What follows belongs to an exercise in optimizing a design on an open flow for small area; a production flow would make more cautious choices. Where RTL was checked, it was by simulation tests only, not by an equivalence proof against the original. For run 2, only the layout was checked, not whether the RTL still works. In every run shown here, the design's own scripts or RTL, not TritonCTS, make the clock network. No driver is modelled on the clock port, so clock power and skew are understated where the tree is cut down; a real chip needs a root buffer or a tree. No activity file was given, so power comes from the tool's default toggle rates.

===== design/flow/design.v =====
module i2c_drive(clk,rst_n,bit_ctrl,i2c_enable,i2c_rh_wl,i2c_addr,i2c_data_w,i2c_data_r,i2c_done,scl,sda_in,sda_out,sda_dir);
	input clk;
	input rst_n;
	input bit_ctrl;
	input i2c_enable;
	input i2c_rh_wl;
	input [15:0] i2c_addr;
	input [7:0] i2c_data_w;
	output reg [7:0] i2c_data_r;
	output i2c_done;
	output scl;
	input sda_in;
	output sda_out;
	output sda_dir;
	localparam IDLE=3'd0, SA=3'd1, A16=3'd2, A8=3'd3, DW=3'd4, AR=3'd5, DR=3'd6, STOP=3'd7;
	reg [2:0] state;
	reg [3:0] slot;		 
	reg [1:0] g;		 
	reg wr_flag;		 
	reg [15:0] addr_t;
	reg [7:0] sh;		 
	wire qa = g==2'b00;	 
	wire qd = g==2'b10;	 
	wire s_idle = state==IDLE;
	wire s_sa   = state==SA;
	wire s_a16  = state==A16;
	wire s_a8   = state==A8;
	wire s_dw   = state==DW;
	wire s_ar   = state==AR;
	wire s_dr   = state==DR;
	wire s_stop = state==STOP;
	wire lng = s_sa | s_ar;
	wire [3:0] last = s_stop ? 4'd3 : lng ? 4'd9 : 4'd8;
	wire ph_end = qd & (slot==last);
	wire shift = ~slot[3] & ((qd & s_dw) | (qa & s_dr));
	always @(posedge clk) begin
		if (s_idle) begin
			addr_t <= i2c_addr;
			sh <= i2c_data_w;
			wr_flag <= i2c_rh_wl;
		end else if (shift)
			sh <= {sh[6:0], sda_in};
	end
	always @(posedge clk) begin
		if (s_idle)
			slot <= 4'd15;
		else if (ph_end)
			slot <= 4'd0;
		else if (qd)
			slot <= slot + 4'd1;
	end
	always @(posedge clk or negedge rst_n) begin
		if (!rst_n) begin
			state <= IDLE;
			g <= 2'b10;
		end else begin
			g <= s_idle ? 2'b10 : {g[0], ~g[1]};
			case (state)
				IDLE: if (i2c_enable) state <= SA;
				SA:   if (ph_end) state <= bit_ctrl ? A16 : A8;
				A16:  if (ph_end) state <= A8;
				A8:   if (ph_end) state <= wr_flag ? AR : DW;
				DW:   if (ph_end) state <= STOP;
				AR:   if (ph_end) state <= DR;
				DR:   if (ph_end) state <= STOP;
				STOP: if (ph_end) state <= IDLE;
			endcase
		end
	end
	always @(posedge clk or negedge rst_n) begin
		if (!rst_n)
			i2c_data_r <= 8'd0;
		else if (s_dr & slot[3] & g==2'b11)
			i2c_data_r <= sh;
	end
	assign i2c_done = s_idle & ~g[1];
	assign scl = g[0] | s_idle | (s_sa & (slot==4'd15 | (slot==4'd0 & ~qd))) | (s_stop & ~(slot==4'd0 & qa));
	assign sda_dir = s_dr ? slot[3] : ~(slot==last & (lng | s_a16 | s_a8 | s_dw));
	reg bitv;
	always @(*) begin
		case (state)
			SA:   bitv = slot==4'd0 ? qa : (slot[0] & (~slot[2] | slot[3]));
			AR:   bitv = slot==4'd0 ? ~g[1] : (slot[0] & (~slot[2] | slot[3])) | (slot[3] & ~slot[0]);
			A16:  bitv = addr_t[{1'b1, ~slot[2:0]}];
			A8:   bitv = addr_t[{1'b0, ~slot[2:0]}];
			DW:   bitv = sh[7];
			STOP: bitv = slot!=4'd0 | qd;
			default: bitv = 1'b1;
		endcase
	end
	assign sda_out = bitv;
endmodule

===== design/flow/flow/run.sh =====
#!/bin/bash
# The standard layout (standard.sh) with these changes:
#  - Yosys's technology mapping (abc) uses an area-oriented script
#    (flow/abc_area_map.script) in place of ORFS's delay-oriented one; the
#    registers come from the standard synthesis unchanged, abc maps only the
#    combinational logic;
#  - ports are buffered with the smallest buffer (buf_1);
#  - the clock tree is built by flow/manual_cts.tcl: the clock port drives one
#    root buffer, which drives one leaf buffer per cluster of registers.
# ORFS's scripts are copied here and patched; each tool's log stays in
# orfs/logs, and make's output in flow_standard.log.
set -euo pipefail
here=$(pwd)
rm -rf "$here/orfs_scripts"
cp -r "$FLOW_HOME/scripts" "$here/orfs_scripts"
cp "$here/flow/abc_area_map.script" "$here/orfs_scripts/abc_speed.script"
cp "$here/flow/abc_area_map.script" "$here/orfs_scripts/abc_area.script"
python3 - "$here/orfs_scripts/cts.tcl" "$here/flow/manual_cts.tcl" <<'PY'
import sys
p, m = sys.argv[1], sys.argv[2]
s = open(p).read()
old = "log_cmd clock_tree_synthesis {*}$cts_args"
assert old in s
s = s.replace(old, "source %s\nmanual_clock_tree sky130_fd_sc_hd__clkbuf_1 sky130_fd_sc_hd__buf_6 3\ndetailed_placement" % m)
open(p, "w").write(s)
PY
export SCRIPTS_DIR="$here/orfs_scripts"
export BUFFER_PORTS_ARGS="-buffer_cell sky130_fd_sc_hd__buf_1"
bash standard.sh > "$here/flow_standard.log" 2>&1

===== design/flow/config.mk =====
export PLATFORM = sky130hd
export DESIGN_NAME = i2c_drive
export DESIGN_NICKNAME = i2c_drive
export VERILOG_FILES = /design/flow/design.v
export SDC_FILE = /design/flow/constraint.sdc
export NUM_CORES = 4
export LEC_CHECK = 0
export CAP_MARGIN = 20
export CORE_MARGIN = 2
export CORE_UTILIZATION = 65
export SLEW_MARGIN = 20

===== design/flow/standard.sh =====
#!/bin/bash
# synth_recipe.tcl (not shown) runs the flow's synth.tcl, then flattens the netlist and writes it again
# the make line also repeats each setting of config.mk as NAME=value (left out here)
make -C /OpenROAD-flow-scripts/flow DESIGN_CONFIG=/design/flow/config.mk WORK_HOME=/design/flow/orfs CLKGATE_MAP_FILE= SYNTH_SCRIPT=/design/flow/synth_recipe.tcl "${@:-finish}"

===== design/flow/constraint.sdc =====
create_clock -name core_clock -period 5.0 [get_ports {clk}]
set_input_delay 1.0000 -clock core_clock [delete_from_list [all_inputs] [get_ports {clk}]]
set_output_delay 1.0000 -clock core_clock [all_outputs]
set_load 0.01 [all_outputs]

===== design/flow/flow/manual_cts.tcl =====
# A two-level clock tree: the clock port drives one root buffer, which drives
# one leaf buffer per cluster of registers (k-means on the clock pins'
# locations); each leaf buffer sits at its cluster's centre.
proc mcts_connect { block master name in_net sinks x y } {
  set buf [odb::dbInst_create $block $master $name]
  set net [odb::dbNet_create $block "clknet_$name"]
  $net setSigType CLOCK
  foreach it $sinks {
    $it disconnect
    $it connect $net
  }
  [$buf findITerm A] connect $in_net
  [$buf findITerm X] connect $net
  $buf setLocation [expr { int($x) }] [expr { int($y) }]
  $buf setPlacementStatus PLACED
}

proc manual_clock_tree { root_name leaf_name k } {
  set block [ord::get_db_block]
  set db [ord::get_db]
  set port_net [[$block findBTerm clk] getNet]
  $port_net setSigType CLOCK
  set sinks {}
  set xs {}
  set ys {}
  foreach it [$port_net getITerms] {
    lappend sinks $it
    set loc [[$it getInst] getLocation]
    lappend xs [lindex $loc 0]
    lappend ys [lindex $loc 1]
  }
  set n [llength $sinks]
  # k-means, seeded with evenly spaced sinks sorted by x
  set order [lsort -integer -indices $xs]
  set cx {}
  set cy {}
  for { set c 0 } { $c < $k } { incr c } {
    set i [lindex $order [expr { int(($c + 0.5) * $n / $k) }]]
    lappend cx [lindex $xs $i]
    lappend cy [lindex $ys $i]
  }
  for { set iter 0 } { $iter < 50 } { incr iter } {
    set asg {}
    for { set i 0 } { $i < $n } { incr i } {
      set best 0
      set bd 1e30
      for { set c 0 } { $c < $k } { incr c } {
        set d [expr { abs([lindex $xs $i] - [lindex $cx $c]) + abs([lindex $ys $i] - [lindex $cy $c]) }]
        if { $d < $bd } { set bd $d; set best $c }
      }
      lappend asg $best
    }
    set ncx {}
    set ncy {}
    for { set c 0 } { $c < $k } { incr c } {
      set sx 0.0; set sy 0.0; set m 0
      for { set i 0 } { $i < $n } { incr i } {
        if { [lindex $asg $i] == $c } {
          set sx [expr { $sx + [lindex $xs $i] }]
          set sy [expr { $sy + [lindex $ys $i] }]
          incr m
        }
      }
      if { $m > 0 } {
        lappend ncx [expr { $sx / $m }]
        lappend ncy [expr { $sy / $m }]
      } else {
        lappend ncx [lindex $cx $c]
        lappend ncy [lindex $cy $c]
      }
    }
    set cx $ncx
    set cy $ncy
  }
  set root_net_sinks {}
  set leaf_master [$db findMaster $leaf_name]
  set rx 0.0; set ry 0.0
  for { set c 0 } { $c < $k } { incr c } {
    set cs {}
    for { set i 0 } { $i < $n } { incr i } {
      if { [lindex $asg $i] == $c } { lappend cs [lindex $sinks $i] }
    }
    if { [llength $cs] == 0 } { continue }
    # the leaf buffer's input starts on the port net; it moves to the root's net below
    mcts_connect $block $leaf_master "clkbuf_1_${c}_clk" $port_net $cs [lindex $cx $c] [lindex $cy $c]
    lappend root_net_sinks [[$block findInst "clkbuf_1_${c}_clk"] findITerm A]
    set rx [expr { $rx + [lindex $cx $c] }]
    set ry [expr { $ry + [lindex $cy $c] }]
    puts "manual clock tree: leaf $c $leaf_name drives [llength $cs] sinks"
  }
  set kk [llength $root_net_sinks]
  mcts_connect $block [$db findMaster $root_name] "clkbuf_0_clk" $port_net $root_net_sinks [expr { $rx / $kk }] [expr { $ry / $kk }]
  puts "manual clock tree: root $root_name drives $kk leaves"
}

===== design/flow/flow/abc_area_map.script =====
strash
&get -n
&deepsyn -T 20
&put
dch -f
amap

==> run_results.csv, run 1 <==
group,metric,value,unit
status,outcome,"no timing/DRC/antenna violations",
cts,clock_latency,0.43,ns
setup_path,critPathLaunchType,"flip-flop",
sta,slew-limit-headroom,0.470,
final_layout,syn_to_final_growth,13.9,%
sta,min_period_over_period,0.717,
sta,clock.fmax,0.279,GHz
routing,drc,0,
final_layout,final_cell_mix,"buf_1, edfxtp_1, clkinv_1, nor2_1, dfrtp_1",
setup_path,cp_max_fo,29,
die,die_w,56.3,µm
die,start_util,0.704,
setup_path,worst_ep_required_time,4.00,ns
synth,synth_top_area_frac,0.423,
power_and_ir_drop,peakVddDrop,0.452,mV
place,port_buffers,41,
final_layout,final_nets,229,
run,cap_violations,0,
setup_path,critPathCaptureType,"primary output",
final_layout,stdcell_area,2020,µm²
die,num_rows,18,
cts,ctsHoldBuffers,0,
worst_hold_path,min_to,"i2c_data_r[3]",
place,dpl-instance-area,1980,µm²
routing,vias,1425,
global_routing,grt_max_degree,30,
synth,synth_nets,180,
die,dieArea,3170,µm²
cts,clkTransAtPathRegs,0.10,ns
synth,async_reset_ff_frac,0.310,
setup_path,cpLargestDelayFamily,"buffers and inverters",
setup_path,reg2reg_depth,6,
setup_path,arrival,2.58,ns
routing,wl,3680,µm
final_layout,insertedDiodeCount,0,
global_routing,grt_pass1_wl,6330,µm
sta,finalCriticalPeriod,3.58,ns
routing,postRouteAntennaNets,0,
worst_hold_path,holdCritStartpoint,"i2c_data_r[3]",
setup_path,r2r-end,"sh[2]",
routing,drt_pass1_iterations,4,
worst_hold_path,min_path_cells,1,
sta,setup_tns,0,ns
power_and_ir_drop,p_leak,0.721,nW
final_layout,layout-drive-gt1-share,0.0359,
cts,post_cts_buffers,0,
setup_path,critical_path.max_stage_delay,0.48,ns
sta,setup_violations,0,
synth,ys_seq_elements,42,
synth,synth_edf_count,25,
synth,ys.flop_type,"edfxtp_1",
global_routing,track_usage,0.246,
global_routing,overflow,0,
sta,rsz0062_at_grt,"false",
synth,synth_area_leaders,"edfxtp_1, dfrtp_1, dfxtp_1",
cts,post_cts_resized,0,
synth,synth_seq_area_share,0.652,
sta,finClkSkew,0.0157,ns
routing,wl_per_cell,16.3,µm
setup_path,crit_buf_inv,4,
setup_path,worst_path_max_delay_cell,"clkinv_1",
place,dp_hpwl,2770,µm
synth,syn_avg_cell_area,12.0,µm²
place,gp_congestion,0.950,
setup_path,crit_type,"flip-flop to primary output",
sta,hold_violations,0,
die,core,2520,µm²
die,die_y,56.3,µm
sta,finalMaxSlewViolations,0,
synth,ys_types,28,
die,boundaryPins,42,
synth,synth_area,1780,µm²
routing,viasPerCell,6.33,
routing,drt_iter0_drc,108,
setup_path,ff2ff_setup_slack,2.38,ns
setup_path,r2r-start,"state[1]",
global_routing,antenna_found_initial,0,
setup_path,crit_chain,"clkinv_1 -> nand2_1 -> nor2_2 -> buf_4 -> clkinv_1 -> nand2_1 -> nor2_1 -> o21ai_0 -> buf_1",
global_routing,grt_pass1_vias,1420,
power_and_ir_drop,power_density,553,nW/µm²
worst_hold_path,min_path_type,"flip-flop to flip-flop",
final_layout,final_common_cell,"buf_1",
synth,yosysWarningCount,1,
sta,worst_pin_slew,0.789,ns
synth,yosys.area.top_type,"edfxtp_1",
synth,syn-instance-count,148,
## synth_stat cells, types with 3 or more instances
cell type and number:
edfxtp_1 25, nor2_1 19, clkinv_1 18, dfrtp_1 12
nand2_1 10, o21ai_0 9, a22o_1 8, o22a_1 8
a31oi_1 4, dfxtp_1 4, nor3_1 4, a211oi_1 3
o221ai_1 3
## cells by family after synthesis
group,synth area share
AND/OR/NAND/NOR,0.0923
AO/OA/AOI/OAI,0.204
flip-flops,0.652
buffers and inverters,0.0381
adder cells (fa/ha/maj),0.0141
## where the power goes
part / total, W / switching [W] / internal [W]
combinational: 0.000421 / 0.000265 / 0.000156
sequential: 0.000556 / 0.0000811 / 0.000474
clock: 0.000141 / 0.0000916 / 0.0000489
## through the flow
step	util	worst slack [ns]	cells	power, W	hold WS [ns]
final	0.802	1.42	225	0.00112	0.517
after global routing	0.802	1.17	225	0.00120	0.535
after CTS	0.802	1.92	225	0.00109	0.501
after detailed placement	0.787	1.93	221	0.000975	0.501
after global placement	0.787	1.96	221	0.000954	0.483
after floorplan	-	1.16	148	0.000840	0.476
## final cells by class
cell class              count  area, µm²
plain buffers               4       37.5
fillers                   168        500
inverters                  18       67.6
multi-input cells          88        553
flip-flops and latches     42       1160
well taps                  30       37.5
repair buffers             43        169
## routing by layer
| metal | part of all wire | wire length [µm] | vias up | track usage |
|---|---|---|---|---|
| met5 | 0 | 0 | - | 0 |
| met4 | 0.027 | 99 | 0 | 0.0782 |
| met3 | 0.074 | 274 | 15 | 0.0323 |
| met2 | 0.50 | 1840 | 80 | 0.429 |
| met1 | 0.40 | 1460 | 666 | 0.322 |
| li1 | - | - | 664 | - |
## sequential cells by signal (all words and copies together), names as in the netlist
name	cells
addr_t	16
i2c_data_r	8
sh	8
slot	4
state	3
g	2
wr_flag	1
## worst max path at each step
stage | slack, ns | depth (start not counted) | start | endpoint
final | 1.42 | 9 | state[1] | scl
after floorplan | 1.16 | 5 | state[1] | sda_dir
after detailed placement | 1.93 | 9 | state[1] | scl
after CTS | 1.92 | 9 | state[1] | scl
after global routing | 1.17 | 9 | state[1] | scl
after global placement | 1.96 | 9 | state[1] | scl
==> run 2: changes to the inputs <==
--- a/design/flow/design.v
+++ b/design/flow/design.v
@@ -33,13 +33,11 @@
 	wire [3:0] last = s_stop ? 4'd3 : lng ? 4'd9 : 4'd8;
 	wire ph_end = qd & (slot==last);
 	wire shift = ~slot[3] & ((qd & s_dw) | (qa & s_dr));
+	wire hold = ~s_idle & ~shift;
 	always @(posedge clk) begin
-		if (s_idle) begin
-			addr_t <= i2c_addr;
-			sh <= i2c_data_w;
-			wr_flag <= i2c_rh_wl;
-		end else if (shift)
-			sh <= {sh[6:0], sda_in};
+		addr_t <= ({16{s_idle}} & i2c_addr) | ({16{~s_idle}} & addr_t);
+		wr_flag <= (s_idle & i2c_rh_wl) | (~s_idle & wr_flag);
+		sh <= ({8{s_idle}} & i2c_data_w) | ({8{shift}} & {sh[6:0], sda_in}) | ({8{hold}} & sh);
 	end
 	always @(posedge clk) begin
 		if (s_idle)
==> run_results.csv, run 2 <==
group,metric,value,unit
power_and_ir_drop,p_leak,0.704,nW
global_routing,antenna_found_initial,0,
final_layout,layout-drive-gt1-share,0.0356,
worst_hold_path,min_path_cells,2,
power_and_ir_drop,p_total,0.000513,W
final_layout,multi_input_area,612,µm²
worst_hold_path,min_path_type,"flip-flop to flip-flop",
setup_path,worst_ep_required_time,4.00,ns
setup_path,reg2reg_depth,10,
sta,finalCriticalPeriod,3.32,ns
synth,yosys.area.top_type,"edfxtp_1",
die,core,2520,µm²
final_layout,final_nets,259,
power_and_ir_drop,peakVddDrop,0.284,mV
global_routing,grt_max_degree,29,
setup_path,arrival,2.32,ns
synth,synth_edf_count,17,
synth,synth_area_leaders,"edfxtp_1, dfrtp_1, dfxtp_1",
setup_path,crit_buf_inv,4,
sta,hold_violations,0,
synth,yosysWarningCount,1,
place,port_buffers,41,
setup_path,critPathMostFrequentCell,"nand2_1",
synth,synth_area,1760,µm²
cts,ctsHoldBuffers,0,
setup_path,critical_path.max_stage_delay,0.47,ns
place,dp.cells,251,
global_routing,overflow,0,
die,die_w,56.0,µm
routing,viasPerCell,6.04,
routing,drt_iter0_drc,202,
final_layout,fin_util,0.798,
status,outcome,"no timing/DRC/antenna violations",
sta,slew-limit-headroom,0.456,
sta,rsz0062_at_grt,"false",
power_and_ir_drop,power_frac_clock,0.281,
setup_path,cpLargestDelayFamily,"buffers and inverters",
synth,ys_seq_elements,42,
sta,holdWs,0.463,ns
synth,synth.most_common_cell,"nor2_1",
sta,finalMaxSlewViolations,0,
run,cap_violations,0,
cts,clkTransAtPathRegs,0.12,ns
synth,ys.flop_type,"edfxtp_1",
cts,post_cts_resized,0,
global_routing,grt_pass1_vias,1474,
power_and_ir_drop,pwr-share-seq,0.697,
power_and_ir_drop,p_int,0.000412,W
sta,finClkSkew,0.0434,ns
die,start_util,0.697,
routing,drt_pass1_iterations,5,
cts,post_cts_buffers,0,
routing,vias,1540,
routing,drc,0,
setup_path,path_depth,9,
final_layout,layoutNonFillerInstCount,255,
setup_path,crit_type,"flip-flop to primary output",
setup_path,critPathCaptureType,"primary output",
global_routing,grt_pass1_wl,6740,µm
routing,postRouteAntennaNets,0,
final_layout,final_cell_mix,"buf_1, nor2_1, nand2_1, clkinv_1, edfxtp_1",
synth,synthTopCellsByCount,"nor2_1, nand2_1, clkinv_1",
die,die_y,56.0,µm
final_layout,syn_to_final_growth,14.4,%
synth,synth_seq_area_share,0.612,
synth,synth_top_area_frac,0.290,
sta,min_period_over_period,0.664,
cts,clock_latency,0.45,ns
routing,wl_per_cell,15.6,µm
die,dieArea,3140,µm²
final_layout,final-seq-area,1080,µm²
power_and_ir_drop,power_density,255,nW/µm²
setup_path,critPathLaunchType,"flip-flop",
place,dp_hpwl,3000,µm
setup_path,cp_max_fo,28,
sta,setup_tns,0,ns
die,boundaryPins,42,
synth,ys_types,27,
place,gp_congestion,0.991,
routing,wl,3990,µm
synth,synth_nets,210,
sta,setup_violations,0,
synth,syn-instance-count,178,
power_and_ir_drop,p_sw,0.000101,W
synth,syn_avg_cell_area,9.88,µm²
die,num_rows,18,
sta,worst_pin_slew,0.815,ns
final_layout,insertedDiodeCount,0,
final_layout,final_common_cell,"buf_1",
final_layout,fillCellCount,180,
global_routing,track_usage,0.265,
setup_path,worst_path_max_delay_cell,"dfrtp_1",
setup_path,crit_chain,"clkinv_1 -> nand2_1 -> nor2_2 -> buf_4 -> clkinv_1 -> nand2_1 -> a21oi_1 -> nand2_1 -> buf_1",
power_and_ir_drop,p_comb_frac,0.022,
power_and_ir_drop,sw_frac_of_total,0.197,
synth,async_reset_ff_frac,0.310,
sta,clock.fmax,0.301,GHz
## run 2: cell count changes in the layout (fill, tap and decap cells not counted), sizes merged, moves of 6 or more
cell    change
dfxtp       +8
a22o        -8
nand2      +13
edfxtp      -8
nor2       +11
o22a        -6
a21oi      +13
## run 2: metrics by stage
| stage | instance area, µm² | setup slack, ns |
|---|---|---|
| 6_report | 2010 | 1.68 |
| 2_1_floorplan | 1760 | 1.53 |
| 3_5_place_dp | 1970 | 2.19 |
| 4_1_cts | 2010 | 2.18 |
| 5_1_grt | 2010 | 1.42 |
| 3_3_place_gp | 1970 | 2.22 |
## run 2: final cells by class
| class | count | share of cell area |
|---|---|---|
| Tap cell | 30 | 0.0187 |
| Inverter | 21 | 0.0392 |
| Buffer | 4 | 0.0187 |
| Sequential cell | 42 | 0.535 |
| Timing Repair Buffer | 43 | 0.0840 |
| Multi-Input combinational cell | 115 | 0.304 |
## run 2: layer usage
metal / GRT usage / up-vias / share of wire
met4: 0.0884 / 0 / 0.041
met2: 0.434 / 91 / 0.49
met1: 0.376 / 691 / 0.41
met5: 0 / - / 0
li1: - / 735 / -
met3: 0.0209 / 23 / 0.067
## run 2: worst min-delay path, delay by kind of cell (launching register included)
family | cells | cell delay, ns
AOI/OAI and AO/OA | 1 | 0.06
DFF | 1 | 0.32
buffers and inverters | 1 | 0.06
## run 2: worst paths after layout
| path | startpoint | to | slack (ns) |
|---|---|---|---|
| hold / removal | sh[0] | i2c_data_r[0] | 0.46 |
| hold reg to reg | sh[0] | i2c_data_r[0] | 0.46 |
| setup / recovery | state[2] | scl | 1.68 |
| setup reg to reg | state[0] | state[2] | 2.46 |
| max in group asynchronous | rst_n | g[0] | 3.84 |
| min in group asynchronous | rst_n | state[1] | 0.60 |
## run 2: kinds of logic after synthesis
family | Yosys count | share of synthesized area
flops | 42 | 0.612
simple gates | 66 | 0.153
buf+inv | 21 | 0.0448
fa+ha+maj | 2 | 0.0142
compound gates | 47 | 0.176
## run 2: power by group through the flow
stage          Clock (W)  Sequential [W]  Combinational, W
2_1_floorplan          0        0.000365       0.000000534
5_1_grt         0.000159        0.000357         0.0000123
4_1_cts         0.000111        0.000365         0.0000111
6_report        0.000144        0.000357         0.0000111
3_3_place_gp           0        0.000365         0.0000101
3_5_place_dp           0        0.000365         0.0000111
==> run 3: changes to the inputs <==
--- a/design/flow/design.v
+++ b/design/flow/design.v
@@ -17,8 +17,7 @@
 	reg [3:0] slot;		 
 	reg [1:0] g;		 
 	reg wr_flag;		 
-	reg [15:0] addr_t;
-	reg [7:0] sh;		 
+	reg [23:0] sh;		 
 	wire qa = g==2'b00;	 
 	wire qd = g==2'b10;	 
 	wire s_idle = state==IDLE;
@@ -32,12 +31,13 @@
 	wire lng = s_sa | s_ar;
 	wire [3:0] last = s_stop ? 4'd3 : lng ? 4'd9 : 4'd8;
 	wire ph_end = qd & (slot==last);
-	wire shift = ~slot[3] & ((qd & s_dw) | (qa & s_dr));
+	wire shift = ~slot[3] & ((qd & (s_a16 | s_a8 | s_dw | (s_sa & ~bit_ctrl))) | (qa & s_dr));
+	always @(posedge clk)
+		if (s_idle)
+			wr_flag <= i2c_rh_wl;
 	wire hold = ~s_idle & ~shift;
 	always @(posedge clk) begin
-		addr_t <= ({16{s_idle}} & i2c_addr) | ({16{~s_idle}} & addr_t);
-		wr_flag <= (s_idle & i2c_rh_wl) | (~s_idle & wr_flag);
-		sh <= ({8{s_idle}} & i2c_data_w) | ({8{shift}} & {sh[6:0], sda_in}) | ({8{hold}} & sh);
+		sh <= ({24{s_idle}} & {i2c_addr, i2c_data_w}) | ({24{shift}} & {sh[22:0], sda_in}) | ({24{hold}} & sh);
 	end
 	always @(posedge clk) begin
 		if (s_idle)
@@ -69,7 +69,7 @@
 		if (!rst_n)
 			i2c_data_r <= 8'd0;
 		else if (s_dr & slot[3] & g==2'b11)
-			i2c_data_r <= sh;
+			i2c_data_r <= sh[7:0];
 	end
 	assign i2c_done = s_idle & ~g[1];
 	assign scl = g[0] | s_idle | (s_sa & (slot==4'd15 | (slot==4'd0 & ~qd))) | (s_stop & ~(slot==4'd0 & qa));
@@ -79,9 +79,7 @@
 		case (state)
 			SA:   bitv = slot==4'd0 ? qa : (slot[0] & (~slot[2] | slot[3]));
 			AR:   bitv = slot==4'd0 ? ~g[1] : (slot[0] & (~slot[2] | slot[3])) | (slot[3] & ~slot[0]);
-			A16:  bitv = addr_t[{1'b1, ~slot[2:0]}];
-			A8:   bitv = addr_t[{1'b0, ~slot[2:0]}];
-			DW:   bitv = sh[7];
+			A16, A8, DW: bitv = sh[23];
 			STOP: bitv = slot!=4'd0 | qd;
 			default: bitv = 1'b1;
 		endcase
--- a/design/flow/flow/run.sh
+++ b/design/flow/flow/run.sh
@@ -21,7 +21,7 @@
 s = open(p).read()
 old = "log_cmd clock_tree_synthesis {*}$cts_args"
 assert old in s
-s = s.replace(old, "source %s\nmanual_clock_tree sky130_fd_sc_hd__clkbuf_1 sky130_fd_sc_hd__buf_6 3\ndetailed_placement" % m)
+s = s.replace(old, "source %s\nmanual_clock_tree sky130_fd_sc_hd__clkbuf_1 sky130_fd_sc_hd__clkbuf_8 3\ndetailed_placement" % m)
 open(p, "w").write(s)
 PY
 export SCRIPTS_DIR="$here/orfs_scripts"
--- a/design/flow/config.mk
+++ b/design/flow/config.mk
@@ -7,5 +7,5 @@
 export LEC_CHECK = 0
 export CAP_MARGIN = 20
 export CORE_MARGIN = 2
-export CORE_UTILIZATION = 65
+export CORE_UTILIZATION = 40
 export SLEW_MARGIN = 20
==> run_results.csv, run 3 <==
group,metric,value,unit
setup_path,critPathCaptureType,"primary output",
routing,drt_pass1_iterations,5,
final_layout,final_cell_mix,"clkinv_1, buf_1, dfxtp_1, a222oi_1, nor2_1",
synth,synth_area,1710,µm²
synth,ys_seq_elements,42,
synth,synth_edf_count,1,
synth,yosys.area.top_type,"dfxtp_1",
synth,synth_nets,208,
place,dp_hpwl,2730,µm
final_layout,layoutNonFillerInstCount,273,
setup_path,cp-startpoint,"state[2]",
sta,min_period_over_period,0.674,
worst_hold_path,min_path_type,"flip-flop to flip-flop",
sta,hold_violations,0,
die,start_util,0.421,
setup_path,critPathLaunchType,"flip-flop",
synth,yosysWarningCount,1,
die,dieArea,4810,µm²
sta,slew-limit-headroom,0.444,
place,dp.cells,269,
worst_hold_path,holdCritStartpoint,"sh[19]",
routing,viasPerCell,5.50,
sta,rsz0062_at_grt,"false",
synth,ys_types,25,
power_and_ir_drop,p_leak,0.726,nW
die,core,4060,µm²
final_layout,layout-drive-gt1-share,0.0359,
routing,wl_per_cell,13.7,µm
final_layout,final_common_cell,"clkinv_1",
synth,synth_top_area_frac,0.328,
final_layout,largest_reg_flops,24,
global_routing,grt_pass1_wl,6390,µm
setup_path,r2r-start,"state[1]",
sta,finalCriticalPeriod,3.37,ns
global_routing,overflow,0,
setup_path,crit_type,"flip-flop to primary output",
die,boundaryPins,42,
routing,drc,0,
synth,synth.most_common_cell,"clkinv_1",
sta,finalMaxSlewViolations,0,
die,die_w,69.4,µm
synth,syn_avg_cell_area,9.71,µm²
final_layout,final_nets,257,
final_layout,insertedDiodeCount,0,
sta,worst_pin_slew,0.834,ns
synth,synth_area_leaders,"dfxtp_1, dfrtp_1, a222oi_1",
synth,ys.flop_type,"dfxtp_1",
place,gp_congestion,0.816,
setup_path,cp_max_fo,30,
routing,wl,3730,µm
sta,clock.fmax,0.297,GHz
global_routing,track_usage,0.152,
cts,post_cts_resized,0,
final_layout,largestRegisters,"sh (24), i2c_data_r (8), slot (4)",
synth,syn-instance-count,176,
synth,synth_seq_area_share,0.537,
die,num_rows,23,
cts,ctsHoldBuffers,0,
final_layout,largest-register,"sh",
global_routing,grt_pass1_vias,1449,
setup_path,worst_ep_required_time,4.00,ns
status,outcome,"no timing/DRC/antenna violations",
global_routing,antenna_found_initial,0,
place,port_buffers,41,
routing,vias,1502,
final_layout,syn_to_final_growth,16.6,%
power_and_ir_drop,power_density,256,nW/µm²
setup_path,arrival,2.37,ns
die,die_y,69.4,µm
power_and_ir_drop,p_total,0.000510,W
routing,postRouteAntennaNets,0,
run,cap_violations,0,
sta,setup_tns,0,ns
routing,drt_iter0_drc,188,
sta,setup_violations,0,
sta,finClkSkew,0.0207,ns
synth,synthTopCellsByCount,"clkinv_1, dfxtp_1, a222oi_1",
cts,post_cts_buffers,0,
power_and_ir_drop,peakVddDrop,0.189,mV
cts,clkTransAtPathRegs,0.08,ns
global_routing,grt_max_degree,31,
cts,clock_latency,0.45,ns
synth,async_reset_ff_frac,0.310,
==> run 3: changes by cell type in the layout (fill, tap and decap cells not counted), sizes merged, moves of 4 or more <==
cell	before	now
o22a	2	8
nand2	23	8
a21oi	14	3
nor2	30	18
o221ai	7	2
dfxtp	12	28
edfxtp	17	1
nor3	7	3
a222oi	0	24
clkinv	21	43
==> run 3: cell type report <==
cell class	count	area, µm²
sequential	42	917
buffer	4	45.0
inverter	43	161
tap	50	62.6
timing repair buffer	43	169
fill	421	2060
multi-input combinational	91	638
==> run 3: cells by family (layout without fill, tap and decap cells) <==
family | count (synthesis) | in the layout | share of synthesized area
AO/OA/AOI/OAI | 54 | 54 | 0.268
flip-flops | 42 | 42 | 0.537
adder cells (fa/ha/maj) | 2 | 2 | 0.0146
AND/OR/NAND/NOR | 35 | 35 | 0.0864
buffers and inverters | 43 | 90 | 0.0944
==> run 3: critical path: stages (launching register included) <==
cell and delay (ns):
dfrtp_1 0.43, nor2_1 0.17, clkinv_1 0.12, nor2_2 0.09, buf_4 0.31, clkinv_1 0.26
nand2_1 0.16, nor2_1 0.05, o21ai_0 0.17, buf_1 0.18
==> run 3: path summary, 6_finish.rpt <==
kind,end,slack (ns),depth (start not counted)
max,sda_dir,1.63,9
min,sh[20],0.47,2
max reg2reg,sh[21],1.85,11
min reg2reg,sh[20],0.47,2
max in group asynchronous,state[2],3.98,1
min in group asynchronous,i2c_data_r[7],0.56,1
==> run 3: metal layers <==
layer	track usage	share of wire	vias up
met5	0	0	-
met4	0.0174	0.0067	0
met3	0.0174	0.051	2
met2	0.272	0.48	46
met1	0.204	0.46	701
li1	-	-	753
==> run 3: power breakdown <==
| group | switching [W] | internal [W] | leakage (nW) |
|---|---|---|---|
| Clock | 0.0000937 | 0.0000564 | 0.0228 |
| Combinational | 0.00000750 | 0.00000873 | 0.299 |
| Sequential | 0.00000307 | 0.000341 | 0.404 |
==> run 3: through the flow <==
| stage | setup slack [ns] | utilization | instance area (µm²) | hold slack (ns) |
|---|---|---|---|---|
| floorplan | 1.56 | - | 1710 | 0.431 |
| global placement | 1.60 | 0.479 | 1940 | 0.441 |
| detailed placement | 1.61 | 0.479 | 1940 | 0.452 |
| CTS | 1.59 | 0.490 | 1990 | 0.453 |
| global route | 1.41 | 0.491 | 1990 | 0.496 |
| finish | 1.63 | 0.491 | 1990 | 0.468 |
==> run 4: changes to the inputs <==
--- a/design/flow/flow/run.sh
+++ b/design/flow/flow/run.sh
@@ -21,7 +21,7 @@
 s = open(p).read()
 old = "log_cmd clock_tree_synthesis {*}$cts_args"
 assert old in s
-s = s.replace(old, "source %s\nmanual_clock_tree sky130_fd_sc_hd__clkbuf_1 sky130_fd_sc_hd__clkbuf_8 3\ndetailed_placement" % m)
+s = s.replace(old, "source %s\nmanual_clock_tree sky130_fd_sc_hd__clkbuf_1 sky130_fd_sc_hd__buf_4 5\ndetailed_placement" % m)
 open(p, "w").write(s)
 PY
 export SCRIPTS_DIR="$here/orfs_scripts"
==> run_results.csv, run 4 <==
group,metric,value,unit
place,pre_cts_ws,1.61,ns
cts,post_cts_buffers,0,
die,dieArea,4810,µm²
die,die_w,69.4,µm
power_and_ir_drop,p_total,0.000510,W
final_layout,largest-register,"sh",
global_routing,grt_pass1_vias,1432,
final_layout,largest_reg_flops,24,
place,dp.cells,269,
sta,worst_slack,1.58,ns
synth,syn-instance-count,176,
synth,ys.flop_type,"dfxtp_1",
final_layout,syn_to_final_growth,16.4,%
setup_path,cp_max_fo,6,
synth,yosysWarningCount,1,
sta,holdWs,0.468,ns
setup_path,arrival,2.42,ns
place,dp_hpwl,2730,µm
synth,syn_avg_cell_area,9.71,µm²
run,cap_violations,0,
synth,synth.most_common_cell,"clkinv_1",
power_and_ir_drop,p_int,0.000403,W
synth,async_reset_ff_frac,0.310,
final_layout,largestRegisters,"sh (24), i2c_data_r (8), slot (4)",
power_and_ir_drop,power_density,256,nW/µm²
worst_hold_path,min_path_type,"flip-flop to flip-flop",
power_and_ir_drop,p_leak,0.729,nW
status,outcome,"no timing/DRC/antenna violations",
cts,clock_latency,0.49,ns
global_routing,grt_max_degree,31,
synth,ys_types,25,
power_and_ir_drop,p_comb_frac,0.032,
sta,rsz0062_at_grt,"false",
power_and_ir_drop,p_sw,0.000107,W
synth,yosys.area.top_type,"dfxtp_1",
final_layout,final_common_cell,"clkinv_1",
die,core,4060,µm²
sta,slew-limit-headroom,0.431,
setup_path,crit_type,"flip-flop to primary output",
synth,synth_top_area_frac,0.328,
synth,synth_seq_area_share,0.537,
die,die_y,69.4,µm
routing,wl_per_cell,13.5,µm
power_and_ir_drop,peakVddDrop,0.207,mV
synth,synth_area,1710,µm²
sta,hold_violations,0,
final_layout,layoutNonFillerInstCount,275,
routing,vias,1515,
routing,drt_pass1_iterations,5,
final_layout,insertedDiodeCount,0,
place,gp_congestion,0.816,
routing,drc,0,
synth,synthTopCellsByCount,"clkinv_1, dfxtp_1, a222oi_1",
final_layout,final_cell_mix,"clkinv_1, buf_1, dfxtp_1, a222oi_1, nor2_1",
sta,finClkSkew,0.0215,ns
routing,drt_iter0_drc,179,
sta,clock.fmax,0.293,GHz
global_routing,antenna_found_initial,0,
synth,synth_area_leaders,"dfxtp_1, dfrtp_1, a222oi_1",
cts,ctsHoldBuffers,0,
power_and_ir_drop,sw_frac_of_total,0.210,
sta,worst_pin_slew,0.854,ns
routing,viasPerCell,5.51,
routing,postRouteAntennaNets,0,
global_routing,overflow,0,
die,boundaryPins,42,
final_layout,final_nets,259,
sta,setup_tns,0,ns
die,start_util,0.421,
place,port_buffers,41,
sta,min_period_over_period,0.683,
setup_path,critPathCaptureType,"primary output",
sta,setup_violations,0,
setup_path,critPathLaunchType,"flip-flop",
sta,finalCriticalPeriod,3.42,ns
power_and_ir_drop,pwr-share-seq,0.675,
sta,finalMaxSlewViolations,0,
synth,ys_seq_elements,42,
global_routing,grt_pass1_wl,6380,µm
die,num_rows,23,
synth,synth_nets,208,
power_and_ir_drop,power_frac_clock,0.293,
cts,clkTransAtPathRegs,0.09,ns
global_routing,track_usage,0.152,
synth,synth_edf_count,1,
setup_path,reg2reg_depth,11,
setup_path,worst_ep_required_time,4.00,ns
cts,post_cts_resized,0,
routing,wl,3720,µm
final_layout,layout-drive-gt1-share,0.0444,
worst_hold_path,min_path_cells,2,
run 4: cell counts after synthesis:
No cell type changed its count.
run 4: cell type report:
cell class                 count  area (µm²)
buffer                         6        41.3
sequential                    42         917
inverter                      43         161
tap                           50        62.6
fill                         418        2070
multi-input combinational     91         638
timing repair buffer          43         169
run 4: stage by stage:
step,area [µm²],util
3_5_place_dp,1940,0.479
6_report,1990,0.490
5_1_grt,1990,0.490
4_1_cts,1980,0.489
3_3_place_gp,1940,0.479
2_1_floorplan,1710,-
run 4: worst paths after layout:
path                          start       endpoint  slack [ns]
max                            g[1]            scl        1.58
min                          sh[10]         sh[11]        0.47
max reg2reg                state[1]         sh[13]        1.83
min reg2reg                  sh[10]         sh[11]        0.47
max in group asynchronous     rst_n  i2c_data_r[6]        4.03
min in group asynchronous     rst_n           g[0]        0.51
run 4: kinds of logic (layout without fill, tap and decap cells):
group                      Yosys count  in the layout  synth area share
DFF                                 42             42             0.537
AOI/OAI and AO/OA                   54             54             0.268
buffers and inverters               43             92            0.0944
adders and majority gates            2              2            0.0146
and+or+nand+nor                     35             35            0.0864
run 4: worst max-delay path: stages, from the launching register on:
cell      delay (ns)
dfstp_2         0.60
clkinv_1        0.10
nor2_1          0.24
clkinv_1        0.20
nand3_1         0.16
clkinv_1        0.09
a311oi_1        0.24
o221ai_1        0.15
buf_1           0.14
run 4: layer usage:
layer	track usage	share of wire	vias to the layer above
li1	-	-	763
met1	0.205	0.44	691
met2	0.264	0.47	57
met3	0.0233	0.071	4
met4	0.0218	0.014	0
met5	0	0	-
run 4: power groups by stage:
stage / clock network [W] / logic, W / registers [W]
after global routing: 0.000174 / 0.0000190 / 0.000344
after floorplan: 0 / 0.00000529 / 0.000350
after CTS: 0.000114 / 0.0000169 / 0.000351
after global placement: 0 / 0.0000166 / 0.000351
after detailed placement: 0 / 0.0000168 / 0.000351
final: 0.000149 / 0.0000162 / 0.000344
==> run 5: changes to the inputs <==
--- a/design/flow/design.v
+++ b/design/flow/design.v
@@ -47,12 +47,14 @@
 		else if (qd)
 			slot <= slot + 4'd1;
 	end
+	always @(posedge clk)
+		g[0] <= ~s_idle & ~g[1];
 	always @(posedge clk or negedge rst_n) begin
 		if (!rst_n) begin
 			state <= IDLE;
-			g <= 2'b10;
+			g[1] <= 1'b1;
 		end else begin
-			g <= s_idle ? 2'b10 : {g[0], ~g[1]};
+			g[1] <= s_idle | g[0];
 			case (state)
 				IDLE: if (i2c_enable) state <= SA;
 				SA:   if (ph_end) state <= bit_ctrl ? A16 : A8;
==> run_results.csv, run 5 <==
group,metric,value,unit
routing,wl,3810,µm
cts,clock_latency,0.49,ns
final_layout,layout-drive-gt1-share,0.0409,
die,die_w,69.0,µm
routing,postRouteAntennaNets,0,
sta,finClkSkew,0.0328,ns
die,start_util,0.419,
setup_path,worst_path_max_delay_cell,"a2111oi_0",
final_layout,syn_to_final_growth,17.3,%
synth,synth_edf_count,1,
synth,synth_seq_area_share,0.540,
routing,drc,0,
place,dp_hpwl,2840,µm
synth,yosysWarningCount,1,
synth,ys.flop_type,"dfxtp_1",
synth,yosys.area.top_type,"dfxtp_1",
setup_path,critPathMostFrequentCell,"clkinv_1",
synth,syn-instance-count,171,
synth,ys_types,28,
cts,post_cts_resized,0,
final_layout,insertedDiodeCount,0,
final_layout,fillCellCount,406,
sta,finalCriticalPeriod,4.09,ns
routing,viasPerCell,5.56,
final_layout,largest-register,"sh",
cts,ctsHoldBuffers,0,
synth,synth_area,1690,µm²
setup_path,r2r-end,"state[1]",
setup_path,arrival,3.09,ns
worst_hold_path,min_path_type,"flip-flop to flip-flop",
routing,wl_per_cell,14.1,µm
final_layout,final_common_cell,"buf_1",
synth,synth.most_common_cell,"clkinv_1",
synth,synthTopCellsByCount,"clkinv_1, dfxtp_1, a222oi_1",
global_routing,grt_max_degree,32,
routing,vias,1500,
cts,clkTransAtPathRegs,0.09,ns
setup_path,critical_path.max_stage_delay,0.81,ns
die,dieArea,4760,µm²
sta,clock.fmax,0.245,GHz
place,port_buffers,41,
setup_path,r2r-start,"state[2]",
power_and_ir_drop,sw_frac_of_total,0.211,
place,gp_congestion,0.849,
setup_path,cp_max_fo,8,
worst_hold_path,holdCritStartpoint,"sh[12]",
power_and_ir_drop,power_frac_clock,0.287,
die,die_y,69.0,µm
die,core,4030,µm²
synth,syn_avg_cell_area,9.87,µm²
final_layout,final_nets,254,
setup_path,crit_buf_inv,4,
global_routing,track_usage,0.164,
final_layout,largestRegisters,"sh (24), i2c_data_r (8), slot (4)",
setup_path,ff2ff_setup_slack,2.00,ns
place,dpl-instance-area,1940,µm²
routing,drt_pass1_iterations,5,
global_routing,antenna_found_initial,0,
power_and_ir_drop,p_total,0.000517,W
final_layout,fin_util,0.491,
sta,finalMaxSlewViolations,0,
sta,rsz0062_at_grt,"false",
synth,ys_seq_elements,42,
final_layout,final_cell_mix,"buf_1, clkinv_1, dfxtp_1, a222oi_1, nor2_1",
status,outcome,"no timing/DRC/antenna violations",
power_and_ir_drop,peakVddDrop,0.170,mV
setup_path,cpLargestDelayFamily,"compound AO/OA/AOI/OAI gates",
sta,min_period_over_period,0.817,
synth,synth_nets,203,
cts,post_cts_buffers,0,
setup_path,reg2reg_depth,11,
power_and_ir_drop,pwr-share-seq,0.675,
setup_path,crit_type,"flip-flop to primary output",
run,cap_violations,0,
setup_path,critPathLaunchType,"flip-flop",
power_and_ir_drop,p_comb_frac,0.038,
synth,synth_top_area_frac,0.344,
power_and_ir_drop,p_sw,0.000109,W
power_and_ir_drop,p_leak,0.732,nW
global_routing,grt_pass1_vias,1354,
worst_hold_path,min_to,"sh[13]",
sta,slew-limit-headroom,0.334,
routing,drt_iter0_drc,198,
sta,setup_tns,0,ns
synth,synth_area_leaders,"dfxtp_1, dfrtp_1, a222oi_1",
worst_hold_path,min_path_cells,2,
sta,hold_violations,0,
final_layout,stdcell_area,1980,µm²
sta,worst_pin_slew,0.974,ns
die,num_rows,23,
power_and_ir_drop,p_int,0.000408,W
setup_path,critPathCaptureType,"primary output",
power_and_ir_drop,power_density,261,nW/µm²
die,boundaryPins,42,
sta,setup_violations,0,
global_routing,grt_pass1_wl,6160,µm
final_layout,largest_reg_flops,24,
synth,async_reset_ff_frac,0.286,
setup_path,crit_chain,"clkinv_1 -> nor2_1 -> nand2_1 -> clkinv_1 -> nor2_1 -> a2111oi_0 -> clkinv_1 -> o22a_1 -> buf_1",
global_routing,overflow,0,
setup_path,worst_ep_required_time,4.00,ns
setup_path,cp-startpoint,"state[2]",
## run 5: cell count changes after synthesis, sizes merged, moves of 2 or more
cell,previous run,this run
a22o,0,8
o22a,8,1
clkinv,43,38
a31oi,5,1
a2111oi,0,2
a22oi,2,0
nor2,18,16
o21a,0,2
## run 5: cells by family after synthesis
logic type,synth area share
adder cells (fa/ha/maj),0.0148
AND/OR/NAND/NOR,0.0845
flip-flops,0.540
buffers and inverters,0.0845
AO/OA/AOI/OAI,0.276
## run 5: through the flow
step | hold slack, ns | setup slack [ns] | instances
floorplan | 0.431 | 1.05 | 171
global placement | 0.447 | 1.84 | 264
detailed placement | 0.458 | 1.47 | 264
CTS | 0.458 | 1.46 | 270
global route | 0.466 | 0.672 | 270
finish | 0.445 | 0.913 | 270
## run 5: layout make-up
class,count,area [µm²],share of cell area
sequential,42,912,0.461
multi-input combinational,91,652,0.329
timing repair buffer,43,169,0.0853
inverter,38,143,0.0721
tap,50,62.6,0.0316
buffer,6,41.3,0.0209
## run 5: worst max-delay path by stage
stage,to,slack [ns],cells past startpoint
after floorplan,sh[12],1.05,7
after global placement,sda_dir,1.84,9
after detailed placement,sda_dir,1.47,9
after CTS,sda_dir,1.46,9
after global routing,sda_dir,0.67,9
final,sda_dir,0.91,9
## run 5: power by group through the flow
stage          combinational [W]  sequential (W)  clock [W]
2_1_floorplan         0.00000886        0.000354          0
3_3_place_gp           0.0000192        0.000356          0
3_5_place_dp           0.0000199        0.000356          0
4_1_cts                0.0000200        0.000356   0.000114
5_1_grt                0.0000223        0.000350   0.000171
6_report               0.0000195        0.000349   0.000148
## run 5: tightest hold or removal path: cells and delay by family, from the launching register on
family          cells  cell delay, ns
flops               1            0.33
buf+inv             1            0.04
compound gates      1            0.08
## run 5: per-layer routing
metal  track usage  wire (µm)  vias up
met5             0          0        -
met4        0.0196         39        0
met3        0.0308        300        6
met2         0.279       1770       55
met1         0.223       1700      691
li1              -          -      748
==> run 6: changes to the inputs <==
--- a/design/flow/design.v
+++ b/design/flow/design.v
@@ -29,8 +29,9 @@
 	wire s_dr   = state==DR;
 	wire s_stop = state==STOP;
 	wire lng = s_sa | s_ar;
-	wire [3:0] last = s_stop ? 4'd3 : lng ? 4'd9 : 4'd8;
-	wire ph_end = qd & (slot==last);
+	wire at9 = slot[3] & ~slot[1] & slot[0];	 
+	wire at_last = s_stop ? (slot[1] & slot[0]) : lng ? at9 : slot[3];
+	wire ph_end = qd & at_last;
 	wire shift = ~slot[3] & ((qd & (s_a16 | s_a8 | s_dw | (s_sa & ~bit_ctrl))) | (qa & s_dr));
 	always @(posedge clk)
 		if (s_idle)
@@ -74,15 +75,17 @@
 			i2c_data_r <= sh[7:0];
 	end
 	assign i2c_done = s_idle & ~g[1];
-	assign scl = g[0] | s_idle | (s_sa & (slot==4'd15 | (slot==4'd0 & ~qd))) | (s_stop & ~(slot==4'd0 & qa));
-	assign sda_dir = s_dr ? slot[3] : ~(slot==last & (lng | s_a16 | s_a8 | s_dw));
+	assign scl = g[0] | s_idle
+		| (s_sa & ((slot[3] & slot[1]) | (slot==4'd0 & ~qd)))
+		| (s_stop & (slot[1] | slot[0] | ~qa));
+	assign sda_dir = s_dr ? slot[3] : ~(at_last & ~s_idle & ~s_stop);
 	reg bitv;
 	always @(*) begin
 		case (state)
 			SA:   bitv = slot==4'd0 ? qa : (slot[0] & (~slot[2] | slot[3]));
-			AR:   bitv = slot==4'd0 ? ~g[1] : (slot[0] & (~slot[2] | slot[3])) | (slot[3] & ~slot[0]);
+			AR:   bitv = slot==4'd0 ? ~g[1] : (slot[3] | (slot[0] & ~slot[2]));
 			A16, A8, DW: bitv = sh[23];
-			STOP: bitv = slot!=4'd0 | qd;
+			STOP: bitv = slot[1] | slot[0] | qd;
 			default: bitv = 1'b1;
 		endcase
 	end
==> run_results.csv, run 6 <==
group,metric,value,unit
setup_path,cp_max_fo,30,
setup_path,critPathCaptureType,"primary output",
routing,drt_iter0_drc,144,
global_routing,overflow,0,
synth,syn-instance-count,171,
place,dp_hpwl,2970,µm
power_and_ir_drop,peakVddDrop,0.190,mV
final_layout,fin_util,0.486,
setup_path,critPathLaunchType,"flip-flop",
place,gp_congestion,0.894,
global_routing,grt_pass1_wl,6220,µm
cts,post_cts_resized,0,
sta,setup_tns,0,ns
final_layout,final_common_cell,"buf_1",
synth,ys_seq_elements,42,
routing,vias,1551,
status,outcome,"no timing/DRC/antenna violations",
cts,clock_latency,0.55,ns
setup_path,arrival,2.54,ns
die,core,4030,µm²
sta,setup_violations,0,
synth,synth_area,1680,µm²
final_layout,syn_to_final_growth,16.4,%
final_layout,largest-register,"sh",
synth,ys.flop_type,"dfxtp_1",
cts,clkTransAtPathRegs,0.09,ns
final_layout,insertedDiodeCount,0,
place,pre_cts_ws,1.72,ns
synth,synth_top_area_frac,0.345,
final_layout,final_nets,254,
sta,slew-limit-headroom,0.458,
sta,finClkSkew,0.0291,ns
sta,clock.fmax,0.283,GHz
routing,drc,0,
routing,drt_pass1_iterations,7,
final_layout,layout-drive-gt1-share,0.0409,
synth,synth_edf_count,1,
power_and_ir_drop,power_density,397,nW/µm²
synth,synth_seq_area_share,0.542,
die,num_rows,23,
synth,synth_area_leaders,"dfxtp_1, dfrtp_1, a222oi_1",
synth,syn_avg_cell_area,9.83,µm²
routing,postRouteAntennaNets,0,
sta,hold_violations,0,
sta,holdWs,0.440,ns
routing,wl,4010,µm
global_routing,track_usage,0.165,
die,die_y,68.8,µm
die,die_w,68.8,µm
sta,min_period_over_period,0.708,
sta,finalMaxSlewViolations,0,
synth,yosys.area.top_type,"dfxtp_1",
routing,wl_per_cell,14.9,µm
global_routing,grt_max_degree,31,
cts,ctsHoldBuffers,0,
setup_path,reg2reg_depth,12,
power_and_ir_drop,p_leak,0.759,nW
synth,ys_types,26,
global_routing,grt_pass1_vias,1394,
final_layout,largestRegisters,"sh (24), i2c_data_r (8), slot (4)",
sta,worst_slack,1.46,ns
worst_hold_path,min_path_type,"input port to async pin",
sta,rsz0062_at_grt,"false",
final_layout,final_cell_mix,"buf_1, clkinv_1, dfxtp_1, a222oi_1, nor2_1",
place,port_buffers,41,
synth,synthTopCellsByCount,"clkinv_1, dfxtp_1, a222oi_1",
die,boundaryPins,42,
die,start_util,0.417,
routing,viasPerCell,5.74,
setup_path,crit_type,"flip-flop to primary output",
synth,yosysWarningCount,1,
synth,async_reset_ff_frac,0.286,
synth,synth_nets,203,
final_layout,largest_reg_flops,24,
synth,synth.most_common_cell,"clkinv_1",
cts,post_cts_buffers,0,
global_routing,antenna_found_initial,0,
sta,worst_pin_slew,0.813,ns
run,cap_violations,0,
setup_path,worst_ep_required_time,4.00,ns
sta,finalCriticalPeriod,3.54,ns
die,dieArea,4740,µm²
run 6: layout make-up:
cell class | instances | area [µm²]
Fill cell | 416 | 2070
Sequential cell | 42 | 912
Inverter | 39 | 146
Multi-Input combinational cell | 90 | 626
Timing Repair Buffer | 43 | 169
Buffer | 6 | 41.3
Tap cell | 50 | 62.6
run 6: path summary, 6_finish.rpt:
| path | start | endpoint | slack, ns |
|---|---|---|---|
| worst max register to register | state[1] | sh[20] | 1.83 |
| max in group asynchronous | rst_n | i2c_data_r[6] | 4.13 |
| worst max-delay path | state[1] | sda_dir | 1.46 |
| min in group core_clock | g[0] | g[1] | 0.46 |
| worst min-delay path | rst_n | i2c_data_r[5] | 0.44 |
| worst min register to register | g[0] | g[1] | 0.46 |
run 6: worst max-delay path, stage by stage (launching register included):
cell and delay, ns:
dfrtp_1 0.47, nor2_1 0.17, clkinv_1 0.17, nor2_2 0.11
buf_4 0.31, clkinv_1 0.24, nand2_1 0.16, nor2_1 0.06
a21oi_1 0.15, buf_1 0.17
run 6: logic make-up after synthesis:
group,after synthesis,share of synthesized area
AOI/OAI and AO/OA,54,0.272
DFF,42,0.542
adders and majority gates,2,0.0149
and+or+nand+nor,34,0.0841
buffers and inverters,39,0.0871
run 6: metrics by stage:
step	instances	total power (W)	area [µm²]
after floorplan	171	0.000567	1680
after global placement	264	0.000618	1920
after detailed placement	264	0.000629	1920
after CTS	270	0.000744	1960
after global routing	270	0.000827	1960
final	270	0.000776	1960
run 6: where the power goes:
group	internal [W]	switching, W
registers	0.000395	0.0000490
clock network	0.0000531	0.0000996
logic	0.0000753	0.000104
total	0.000523	0.000253
run 6: metal layers:
| layer | up-vias | routed length, µm | GRT usage |
|---|---|---|---|
| li1 | 744 | - | - |
| met1 | 728 | 1740 | 0.221 |
| met2 | 72 | 1860 | 0.274 |
| met3 | 7 | 353 | 0.0341 |
| met4 | 0 | 54 | 0.0417 |
| met5 | - | 0 | 0 |
==> run 7: changes to the inputs <==
--- a/design/flow/flow/run.sh
+++ b/design/flow/flow/run.sh
@@ -5,6 +5,8 @@
 #    registers come from the standard synthesis unchanged, abc maps only the
 #    combinational logic;
 #  - ports are buffered with the smallest buffer (buf_1);
+#  - no timing repair at floorplan, and power (size) recovery after global
+#    routing;
 #  - the clock tree is built by flow/manual_cts.tcl: the clock port drives one
 #    root buffer, which drives one leaf buffer per cluster of registers.
 # ORFS's scripts are copied here and patched; each tool's log stays in
@@ -21,9 +23,14 @@
 s = open(p).read()
 old = "log_cmd clock_tree_synthesis {*}$cts_args"
 assert old in s
-s = s.replace(old, "source %s\nmanual_clock_tree sky130_fd_sc_hd__clkbuf_1 sky130_fd_sc_hd__buf_4 5\ndetailed_placement" % m)
+s = s.replace(old, "source %s\nmanual_clock_tree sky130_fd_sc_hd__clkbuf_1 sky130_fd_sc_hd__buf_4 5\ndetailed_placement\nsize_clock_leaves 0.100 {sky130_fd_sc_hd__buf_4 sky130_fd_sc_hd__buf_6 sky130_fd_sc_hd__buf_8 sky130_fd_sc_hd__buf_12}\ndetailed_placement" % m)
 open(p, "w").write(s)
 PY
 export SCRIPTS_DIR="$here/orfs_scripts"
 export BUFFER_PORTS_ARGS="-buffer_cell sky130_fd_sc_hd__buf_1"
+# no timing repair before placement (it upsizes drivers of high-fanout nets
+# that placement buffers anyway), and downsizing of non-critical cells after
+# global routing
+export REMOVE_ABC_BUFFERS=1
+export RECOVER_POWER=100
 bash standard.sh > "$here/flow_standard.log" 2>&1
--- a/design/flow/flow/manual_cts.tcl
+++ b/design/flow/flow/manual_cts.tcl
@@ -92,3 +92,33 @@
   mcts_connect $block [$db findMaster $root_name] "clkbuf_0_clk" $port_net $root_net_sinks [expr { $rx / $kk }] [expr { $ry / $kk }]
   puts "manual clock tree: root $root_name drives $kk leaves"
 }
+
+# Upsize each leaf buffer whose registers' clock pins see a slew above
+# max_slew (ns, placement parasitics), through the given list of cells.
+proc size_clock_leaves { max_slew sizes } {
+  set block [ord::get_db_block]
+  set_propagated_clock [all_clocks]
+  estimate_parasitics -placement
+  foreach inst [$block getInsts] {
+    set name [$inst getName]
+    if { ![string match "clkbuf_1_*_clk" $name] } { continue }
+    while { 1 } {
+      set worst 0.0
+      foreach it [[[$inst findITerm X] getNet] getITerms] {
+        if { [$it isInputSignal] || [[$it getMTerm] getName] == "CLK" } {
+          set pin [get_pins "[[$it getInst] getName]/[[$it getMTerm] getName]"]
+          set s [get_property $pin slew_max]
+          if { $s > $worst } { set worst $s }
+        }
+      }
+      set cur [[$inst getMaster] getName]
+      set i [lsearch $sizes $cur]
+      if { $worst <= $max_slew || $i < 0 || $i + 1 >= [llength $sizes] } {
+        puts "clock leaf $name: $cur, worst register clock slew [format %.3f $worst] ns"
+        break
+      }
+      replace_cell $name [lindex $sizes [expr { $i + 1 }]]
+      estimate_parasitics -placement
+    }
+  }
+}
==> run_results.csv, run 7 <==
group,metric,value,unit
synth,synth_area_leaders,"dfxtp_1, dfrtp_1, a222oi_1",
final_layout,syn_to_final_growth,16.6,%
global_routing,grt_pass1_vias,1394,
power_and_ir_drop,peakVddDrop,0.196,mV
final_layout,largest_reg_flops,24,
cts,ctsHoldBuffers,0,
final_layout,final_nets,254,
global_routing,overflow,0,
routing,drt_iter0_drc,140,
power_and_ir_drop,p_total,0.000787,W
sta,hold_violations,0,
routing,wl,4000,µm
status,outcome,"no timing/DRC/antenna violations",
cts,post_cts_buffers,0,
die,start_util,0.417,
routing,wl_per_cell,14.8,µm
sta,setup_tns,0,ns
place,dp_hpwl,2970,µm
cts,clock_latency,0.57,ns
synth,synth.most_common_cell,"clkinv_1",
run,cap_violations,0,
synth,syn-instance-count,171,
synth,async_reset_ff_frac,0.286,
place,dp.cells,264,
die,num_rows,23,
setup_path,critPathLaunchType,"flip-flop",
global_routing,grt_max_degree,31,
power_and_ir_drop,power_density,402,nW/µm²
global_routing,track_usage,0.165,
die,boundaryPins,42,
final_layout,fillCellCount,417,
die,core,4030,µm²
final_layout,insertedDiodeCount,0,
synth,synth_top_area_frac,0.345,
sta,finalCriticalPeriod,3.60,ns
synth,synth_edf_count,1,
final_layout,final_cell_mix,"buf_1, clkinv_1, dfxtp_1, a222oi_1, nor2_1",
synth,yosys.area.top_type,"dfxtp_1",
cts,post_cts_resized,0,
sta,finalMaxSlewViolations,0,
place,port_buffers,41,
final_layout,final-seq-area,912,µm²
setup_path,r2r-start,"state[1]",
final_layout,largest-register,"sh",
synth,synth_seq_area_share,0.542,
place,gp_congestion,0.894,
global_routing,grt_pass1_wl,6220,µm
synth,synth_area,1680,µm²
power_and_ir_drop,p_leak,0.757,nW
die,dieArea,4740,µm²
sta,clock.fmax,0.278,GHz
final_layout,fin_util,0.487,
setup_path,reg2reg_depth,12,
setup_path,cp_max_fo,30,
sta,worst_pin_slew,0.865,ns
routing,drc,0,
final_layout,multi_input_area,626,µm²
synth,synthTopCellsByCount,"clkinv_1, dfxtp_1, a222oi_1",
global_routing,antenna_found_initial,0,
sta,finClkSkew,0.0330,ns
routing,drt_pass1_iterations,7,
die,die_w,68.8,µm
setup_path,worst_path_max_delay_cell,"clkbuf_1",
die,die_y,68.8,µm
setup_path,r2r-end,"sh[13]",
routing,postRouteAntennaNets,0,
setup_path,arrival,4.09,ns
synth,ys_types,26,
synth,yosysWarningCount,1,
sta,rsz0062_at_grt,"false",
worst_hold_path,min_path_type,"input port to async pin",
sta,slew-limit-headroom,0.423,
synth,ys_seq_elements,42,
setup_path,worst_ep_required_time,5.49,ns
setup_path,crit_chain,"nor2_1 -> clkinv_1 -> nor2_2 -> buf_4 -> clkinv_1 -> nand2_1 -> o221ai_1 -> o2111a_1 -> nor2_1 -> clkbuf_1 -> a222oi_1 -> clkinv_1",
cts,clkTransAtPathRegs,0.08,ns
synth,ys.flop_type,"dfxtp_1",
setup_path,critical_path.max_stage_delay,0.69,ns
setup_path,critPathCaptureType,"flip-flop",
final_layout,final_common_cell,"buf_1",
synth,syn_avg_cell_area,9.83,µm²
final_layout,largestRegisters,"sh (24), i2c_data_r (8), slot (4)",
final_layout,layoutNonFillerInstCount,270,
sta,setup_violations,0,
setup_path,critPathMostFrequentCell,"clkinv_1",
routing,viasPerCell,5.69,
routing,vias,1537,
setup_path,ff2ff_setup_slack,1.40,ns
setup_path,crit_type,"flip-flop to flip-flop",
sta,holdWs,0.423,ns
final_layout,layout-drive-gt1-share,0.0318,
sta,min_period_over_period,0.720,
-- run 7: cell counts after synthesis --
Identical to the previous run, type by type.
-- run 7: logic make-up after synthesis --
| logic type | synth area share |
|---|---|
| buf+inv | 0.0871 |
| flops | 0.542 |
| simple gates | 0.0841 |
| compound gates | 0.272 |
| fa+ha+maj | 0.0149 |
-- run 7: how the worst max path moves through the flow --
| stage | startpoint | end | depth (start not counted) |
|---|---|---|---|
| 3_5_place_dp | bit_ctrl | sh[17] | 9 |
| 4_1_cts | state[1] | sda_dir | 9 |
| 3_3_place_gp | bit_ctrl | sh[17] | 9 |
| 2_1_floorplan | state[1] | sh[10] | 10 |
| 5_1_grt | state[1] | sh[16] | 12 |
| 6_report | state[1] | sh[13] | 12 |
-- run 7: area by class of cell --
cell class / count / share of cell area
inverters: 39 / 0.0747
plain buffers: 6 / 0.0249
repair buffers: 43 / 0.0842
flip-flops and latches: 42 / 0.465
multi-input cells: 90 / 0.319
well taps: 50 / 0.0319
-- run 7: critical path: cells and delay by family (launching register included) --
family / cells / cell delay (ns)
buffers and inverters: 5 / 1.49
and+or+nand+nor: 4 / 0.82
DFF: 1 / 0.47
AOI/OAI and AO/OA: 3 / 0.72
-- run 7: power by group --
part | internal (W) | total (W) | switching (W)
combinational | 0.0000743 | 0.000178 | 0.000104
clock | 0.0000632 | 0.000165 | 0.000102
sequential | 0.000395 | 0.000444 | 0.0000489
-- run 7: per-layer routing --
| metal | routed length (µm) | global-route usage |
|---|---|---|
| met3 | 302 | 0.0341 |
| met2 | 1860 | 0.274 |
| met4 | 54 | 0.0417 |
| met1 | 1780 | 0.221 |
| met5 | 0 | 0 |
-- run 7: stage by stage --
| stage | area [µm²] | setup WS (ns) |
|---|---|---|
| finish | 1960 | 1.40 |
| global route | 1960 | 1.06 |
| CTS | 1960 | 1.40 |
| detailed placement | 1920 | 1.72 |
| global placement | 1920 | 1.88 |
| floorplan | 1680 | 1.21 |

## what the ideal ports hide
The results above use ideal ports. As a check the final layouts listed here were re-extracted and re-timed, cells and wires unchanged. Step 1 sets driving cells, clkbuf_16 on the clock port and buf_2 on the other inputs (assumed; they add their load-dependent delay and slew). Step 2 moves the port delays by t, midway between the first and last clock arrival at a register: inputs arrive t later, outputs are due t later. That takes back most of the time a late clock gives input paths. a / b / c = ideal / step 1 / step 2; a / b = the first two.
| run | t, ns | setup slack, ns | latest minus earliest clock arrival (ns) | worst slew at a driven data input, ns | pins driven straight from the clock port |
|---|---|---|---|---|---|
| run 1 | 0.441 | 1.417 / 1.400 / 1.841 | 0.016 / 0.016 | 0.04 | 1 |
| run 2 | 0.448 | 1.681 / 1.659 / 2.106 | 0.043 / 0.043 | 0.04 | 1 |
| run 3 | 0.459 | 1.631 / 1.609 / 1.563 | 0.021 / 0.021 | 0.03 | 1 |
| run 4 | 0.510 | 1.584 / 1.558 / 1.561 | 0.022 / 0.021 | 0.03 | 1 |
| run 5 | 0.495 | 0.913 / 0.891 / 1.386 | 0.033 / 0.033 | 0.04 | 1 |
| run 6 | 0.555 | 1.460 / 1.436 / 1.688 | 0.029 / 0.030 | 0.04 | 1 |
| run 7 | 0.578 | 1.402 / 1.398 / 1.402 | 0.033 / 0.033 | 0.04 | 1 |
After both steps setup and hold are still met in every run listed. For run 3, which loses most, drivers alone change the setup slack by -0.022 ns; drivers and shift together by -0.068 ns.
